What follows belongs to an exercise in optimizing a design on an open flow for small area and a short achievable clock period; a production flow would make more cautious choices.
Only simulation tests tie the RTL to the original design; equivalence was not proved.

File: flow/design.v
module Decoder (
    input wire [1:0] ALU_FUN_Upper,
    output reg Arith_Enable, Logic_Enable, CMP_Enable, SHIFT_Enable
);
    always @(*) begin
        Arith_Enable = 1'b0;
        Logic_Enable = 1'b0;
        CMP_Enable = 1'b0;
        SHIFT_Enable = 1'b0;
        case (ALU_FUN_Upper)
            2'b00: Arith_Enable = 1'b1;
            2'b01: Logic_Enable = 1'b1;
            2'b10: CMP_Enable = 1'b1;
            2'b11: SHIFT_Enable = 1'b1;
        endcase
    end
endmodule
module ARITHMETIC_UNIT #(parameter width = 16)
(
    input wire signed [width-1:0] A, B,
    input wire [1:0] ALU_FUN_Lower,
    input wire Arith_Enable, CLK, RST,
    output reg signed [(width*2)-1:0] Arith_OUT,
    output reg Carry_OUT,
    output reg Arith_Flag
);
    reg [(width*2)-1:0] Arith_OUT_Comb;
    wire Carry_OUT_Comb;
    assign Carry_OUT_Comb = Arith_OUT_Comb[width];
    always @(*) begin
        if (Arith_Enable) begin
            Arith_OUT_Comb = 'b0;
            case (ALU_FUN_Lower)
                2'b00: Arith_OUT_Comb = A + B;
                2'b01: Arith_OUT_Comb = A - B;
                2'b10: Arith_OUT_Comb = A * B;
                2'b11: if (B != 0) Arith_OUT_Comb = A / B;
            endcase
        end else begin
            Arith_OUT_Comb = 'b0;
        end
    end
    always @(posedge CLK, negedge RST) begin
        if (!RST) begin
            Arith_OUT <= 'b0;
            Carry_OUT <= 1'b0;
            Arith_Flag <= 1'b0;
        end else begin
            Arith_OUT <= Arith_OUT_Comb;
            Carry_OUT <= Carry_OUT_Comb;
            Arith_Flag <= Arith_Enable;
        end
    end
endmodule
module lOGIC_UNIT #(parameter width = 16)
(
    input wire [width-1:0] A, B,
    input wire [1:0] ALU_FUN_Lower,
    input wire Logic_Enable, CLK, RST,
    output reg [width-1:0] Logic_OUT,
    output reg Logic_Flag
);
    reg [width-1:0] Logic_OUT_Comb;
    always @(*) begin
        if (Logic_Enable) begin
            Logic_OUT_Comb = 'b0;
            case (ALU_FUN_Lower)
                2'b00: Logic_OUT_Comb = A & B;
                2'b01: Logic_OUT_Comb = A | B;
                2'b10: Logic_OUT_Comb = ~(A & B);
                2'b11: Logic_OUT_Comb = ~(A | B);
            endcase
        end else begin
            Logic_OUT_Comb = 'b0;
        end
    end
    always @(posedge CLK, negedge RST) begin
        if (!RST) begin
            Logic_OUT <= 'b0;
            Logic_Flag <= 1'b0;
        end else begin
            Logic_OUT <= Logic_OUT_Comb;
            Logic_Flag <= Logic_Enable;
        end
    end
endmodule
module CMP_UNIT #(parameter width = 16)
(
    input wire [width-1:0] A, B,
    input wire [1:0] ALU_FUN_Lower,
    input wire CMP_Enable, CLK, RST,
    output reg [width-1:0] CMP_OUT,
    output reg CMP_Flag
);
    reg [width-1:0] CMP_OUT_Comb;
    always @(*) begin
        if (CMP_Enable) begin
            CMP_OUT_Comb = 'b0;
            case (ALU_FUN_Lower)
                2'b00: CMP_OUT_Comb = 'b0;
                2'b01: begin
                    if (A == B)
                        CMP_OUT_Comb = 'b1;
                    else
                        CMP_OUT_Comb = 'b0;
                end
                2'b10: begin
                    if (A > B)
                        CMP_OUT_Comb = 'b10;
                    else
                        CMP_OUT_Comb = 'b0;
                end
                2'b11: begin
                    if (A < B)
                        CMP_OUT_Comb = 'b11;
                    else
                        CMP_OUT_Comb = 'b0;
                end
            endcase
        end else begin
            CMP_OUT_Comb = 'b0;
        end
    end
    always @(posedge CLK, negedge RST) begin
        if (!RST) begin
            CMP_OUT <= 'b0;
            CMP_Flag <= 1'b0;
        end else begin
            CMP_OUT <= CMP_OUT_Comb;
            CMP_Flag <= CMP_Enable;
        end
    end
endmodule
module SHIFT_UNIT #(parameter width = 16)
(
    input wire [width-1:0] A, B,
    input wire [1:0] ALU_FUN_Lower,
    input wire SHIFT_Enable, CLK, RST,
    output reg [width:0] SHIFT_OUT,
    output reg SHIFT_Flag
);
    reg [width:0] SHIFT_OUT_Comb;
    always @(*) begin
        if (SHIFT_Enable) begin
            SHIFT_OUT_Comb = 'b0;
            case (ALU_FUN_Lower)
                2'b00: SHIFT_OUT_Comb = A >> 1;
                2'b01: SHIFT_OUT_Comb = A << 1;
                2'b10: SHIFT_OUT_Comb = B >> 1;
                2'b11: SHIFT_OUT_Comb = B << 1;
            endcase
        end else begin
            SHIFT_OUT_Comb = 'b0;
        end
    end
    always @(posedge CLK, negedge RST) begin
        if (!RST) begin
            SHIFT_OUT <= 'b0;
            SHIFT_Flag <= 1'b0;
        end else begin
            SHIFT_OUT <= SHIFT_OUT_Comb;
            SHIFT_Flag <= SHIFT_Enable;
        end
    end
endmodule
module ALU_TOP #(parameter width = 16)
(
    input wire [width-1:0] A, B,
    input wire [3:0] ALU_FUN,
    input wire CLK, RST,
    output wire [(width*2)-1:0] Arith_OUT,
    output wire [width-1:0] Logic_OUT, CMP_OUT,
    output wire [width:0] SHIFT_OUT,
    output wire Carry_OUT, Arith_Flag, Logic_Flag, CMP_Flag, SHIFT_Flag
);
    wire Arith_Enable, Logic_Enable, CMP_Enable, SHIFT_Enable;
    wire [1:0] ALU_FUN_Upper, ALU_FUN_Lower;
    assign ALU_FUN_Upper = ALU_FUN[3:2];
    assign ALU_FUN_Lower = ALU_FUN[1:0];
    Decoder Decoder(.ALU_FUN_Upper(ALU_FUN_Upper), .Arith_Enable(Arith_Enable), .Logic_Enable(Logic_Enable), .CMP_Enable(CMP_Enable), .SHIFT_Enable(SHIFT_Enable));
    ARITHMETIC_UNIT #(.width(width)) ARITHMETIC_UNIT(.A(A), .B(B), .ALU_FUN_Lower(ALU_FUN_Lower), .Arith_Enable(Arith_Enable), .CLK(CLK), .RST(RST), .Arith_OUT(Arith_OUT), .Carry_OUT(Carry_OUT), .Arith_Flag(Arith_Flag));
    lOGIC_UNIT #(.width(width)) lOGIC_UNIT(.A(A), .B(B), .ALU_FUN_Lower(ALU_FUN_Lower), .Logic_Enable(Logic_Enable), .CLK(CLK), .RST(RST), .Logic_OUT(Logic_OUT), .Logic_Flag(Logic_Flag));
    CMP_UNIT #(.width(width)) CMP_UNIT(.A(A), .B(B), .ALU_FUN_Lower(ALU_FUN_Lower), .CMP_Enable(CMP_Enable), .CLK(CLK), .RST(RST), .CMP_OUT(CMP_OUT), .CMP_Flag(CMP_Flag));
    SHIFT_UNIT #(.width(width)) SHIFT_UNIT(.A(A), .B(B), .ALU_FUN_Lower(ALU_FUN_Lower), .SHIFT_Enable(SHIFT_Enable), .CLK(CLK), .RST(RST), .SHIFT_OUT(SHIFT_OUT), .SHIFT_Flag(SHIFT_Flag));
endmodule
File: flow/run.sh
#!/bin/bash
# synth_recipe.tcl (not shown) runs the flow's synth.tcl, then flattens the netlist and writes it again
# the make line also repeats each setting of config.mk as NAME=value (left out here)
make -C /OpenROAD-flow-scripts/flow DESIGN_CONFIG=/design/flow/config.mk WORK_HOME=/design/flow/orfs CLKGATE_MAP_FILE= SYNTH_SCRIPT=/design/flow/synth_recipe.tcl finish
File: flow/config.mk
export PLATFORM = sky130hd
export DESIGN_NAME = ALU_TOP
export DESIGN_NICKNAME = ALU_TOP
export VERILOG_FILES = /design/flow/design.v
export SDC_FILE = /design/flow/constraint.sdc
export NUM_CORES = 4
export LEC_CHECK = 0
export ABC_CLOCK_PERIOD_IN_PS = 90000
export CAP_MARGIN = 20
export CORE_MARGIN = 2
export CORE_UTILIZATION = 40
export SLEW_MARGIN = 20
File: flow/constraint.sdc
create_clock -name core_clock -period 90.0 [get_ports {CLK}]
set_input_delay 18.0000 -clock core_clock [delete_from_list [all_inputs] [get_ports {CLK}]]
set_output_delay 18.0000 -clock core_clock [all_outputs]
set_load 0.01 [all_outputs]
==> summary.txt <==
most used cell, CP -> ha_1
die width -> 342 um
final core utilization -> 0.462
register area share after synthesis -> 0.0390
flops & latches, synth -> 71
# DRC -> 0
Root Driver -> clkbuf_16
Yosys warning count -> 5
slowest stage delay, CP -> 0.77 ns
Setup WS pre-CTS -> -2.70 ns
Hold Path Class -> in -> async
syn_area_per_cell -> 7.29 sq um
die area -> 117000 sq um
Final period util -> 0.968
die height -> 342 um
Syn Inst Count -> 6251
non-filler cells, final -> 8135
Final Max Slew Viols -> 0
fin crit period -> 87.09 ns
outcome -> timing/DRC/antenna clean
nets -> 7594
Async SR Flop Fraction -> 1.00
max cap viols -> 0
post-route setup TNS -> 0 ns
dominant cell type by area after synthesis -> ha_1
H-tree depth -> 3
layout cells sized above 1 -> 0.103
Synth cell types -> 97
vias per cell -> 6.13
Yosys top cell area share -> 0.182
grt total ovfl -> 0
TritonCTS clock tree -> yes
final setup violation count -> 0
CP bufs+invs -> 35
achievable frequency -> 11.5 MHz
Worst EP arrival -> 87.39 ns
ANT nets after route -> 0
largest net degree at the start of global routing -> 49
drt pass-1 iters -> 5
most frequent cell after synthesis -> ha_1
wire length per cell -> 24.1 um
Initial Util -> 0.404
Post-DP HPWL -> 155000 um
ys flop type -> dfrtp_1
Top Family by Delay on Critical Path -> compound AO/OA/AOI/OAI gates
ANT cells -> 0
WS Path Type -> in -> reg
Worst Path Max Fanout -> 31
Post-synth EDFFs -> 0
I/O Buffers -> 109
vias in the first global route -> 47600
post-route cell area -> 52100 sq um
Via Count -> 49900
Cell Area, Synth -> 45600 sq um
dpl cell area -> 50700 sq um
initial antenna violation count -> 1
core box area -> 113000 sq um
Worst EP required -> 90.30 ns
CP max stage cell -> o41ai_1
clk sinks -> 71
Iter 0 DRT Violations -> 4903
gpl congestion -> 1.02
Min Hold Slack -> 17.54 ns
relative slew slack -> 0.206
Area Overhead vs Synth -> 14.4%
Hold Vio Cnt, Final -> 0
Core Rows -> 123
Clock Path Buffers -> 2
Post-synth top cells -> 662 x ha_1, 633 x nand2_1, 610 x nor2_1
Worst-path clk slew -> 0.07 ns
drt total wl -> 196000 um
actual slew at the worst max-slew pin -> 1.19 ns
CTS buffer count -> 9
Synth area leaders -> ha_1 18%, fa_1 12%, xnor2_1 5.5%
Worst setup EP type -> register
global-route wire length before repair -> 293000 um
Ports -> 124
post-route setup slack -> 2.91 ns
placed cell count -> 8088
Startpoint Class -> input pin
GR Util All Layers -> 0.325
final timing paths:
check,endpoint,startpoint,depth (start not counted),slack [ns]
worst min-delay path,ARITHMETIC_UNIT.Arith_OUT[17]$_DFF_PN0_,RST,1,17.54
max in group asynchronous,CMP_UNIT.CMP_Flag$_DFF_PN0_,RST,2,71.39
min in group core_clock,SHIFT_UNIT.SHIFT_OUT[16]$_DFF_PN0_,ALU_FUN[1],4,18.26
worst max-delay path,ARITHMETIC_UNIT.Arith_OUT[18]$_DFF_PN0_,B[1],290,2.91
metal layers:
metal / wire (um) / vias to the layer above / track usage
li1: - / 23200 / -
met1: 87500 / 24200 / 0.456
met2: 84700 / 2164 / 0.505
met3: 16300 / 328 / 0.0499
met4: 7490 / 2 / 0.112
met5: 13 / - / 0
cell type report:
class                   count  area [sq um]
clock buffers              10           229
clock inverters             6          70.1
fillers                 11500         60700
inverters                 486          1830
multi-input cells        5624         42700
flip-flops and latches     71          1780
well taps                1500          1880
repair buffers            438          3690
timing repair:
action,CTS,global route
resized for setup,36,180
setup buffers,9,20
cloned,0,2
setup endpoints to repair,32,32
pin swaps,4,14
hold buffers,0,0
cells in the final DEF, fill, tap and decap left out, drive strengths merged, types with 50 or more instances in the layout:
cell type and count:
xor2 133, or3 66, nor3 173, nand3 174
a21oi 490, nand2b 62, inv 477, clkdlybuf4s50 102
dfrtp 71, nor2b 66, nand2 634, o21ai 329
and2 65, a211oi 81, o21a 122, mux2i 50
fa 264, xnor2 285, and3 64, ha 662
conb 166, a31oi 87, a21o 171, buf 333
nand4 59, o31ai 50, nor2 610, o211ai 81
cells by family (layout without fill, tap and decap cells):
kind of cell    count (synthesis)  after routing  share of synthesized area
simple gates                 2142           2143                      0.221
mux                           108            108                     0.0289
fa+ha+maj                     926            926                      0.298
xor+xnor                      418            418                     0.0803
other cells                     2            166                   0.000165
flops                          71             71                     0.0390
compound gates               1862           1863                      0.272
buf+inv                       722            940                     0.0611
sequential cells by signal, indices dropped and copies added, names as in the netlist:
name / flops
CMP_UNIT.CMP_OUT: 2
CMP_UNIT.CMP_Flag: 1
SHIFT_UNIT.SHIFT_Flag: 1
SHIFT_UNIT.SHIFT_OUT: 17
lOGIC_UNIT.Logic_OUT: 16
lOGIC_UNIT.Logic_Flag: 1
ARITHMETIC_UNIT.Arith_OUT: 32
ARITHMETIC_UNIT.Arith_Flag: 1

-- what the ideal ports hide --
The flow's constraints put no driver on any port. The routed layout listed below was extracted and timed again, unchanged, in two steps.
Step 1 sets driving cells, clkbuf_16 on the clock port and buf_2 on the other inputs (assumed; they add their load-dependent delay and slew).
Step 2, shift: input delay + t, output delay - t, t = (earliest + latest rising clock arrival at the registers) / 2. This alone moves slack from input paths to output paths.
Slacks: ideal / step 1 / step 2; pairs: ideal / step 1.
t, ns: 0.455
setup slack, ns: 2.911 / 2.876 / 2.421
slew at the worst register clock pin (ns): 0.08 / 0.08
worst slew at a driven data input, ns: 0.16
After both steps setup and hold are still met in this run. The setup slack of this run moves by -0.035 ns with the drivers and by -0.490 ns with both steps.
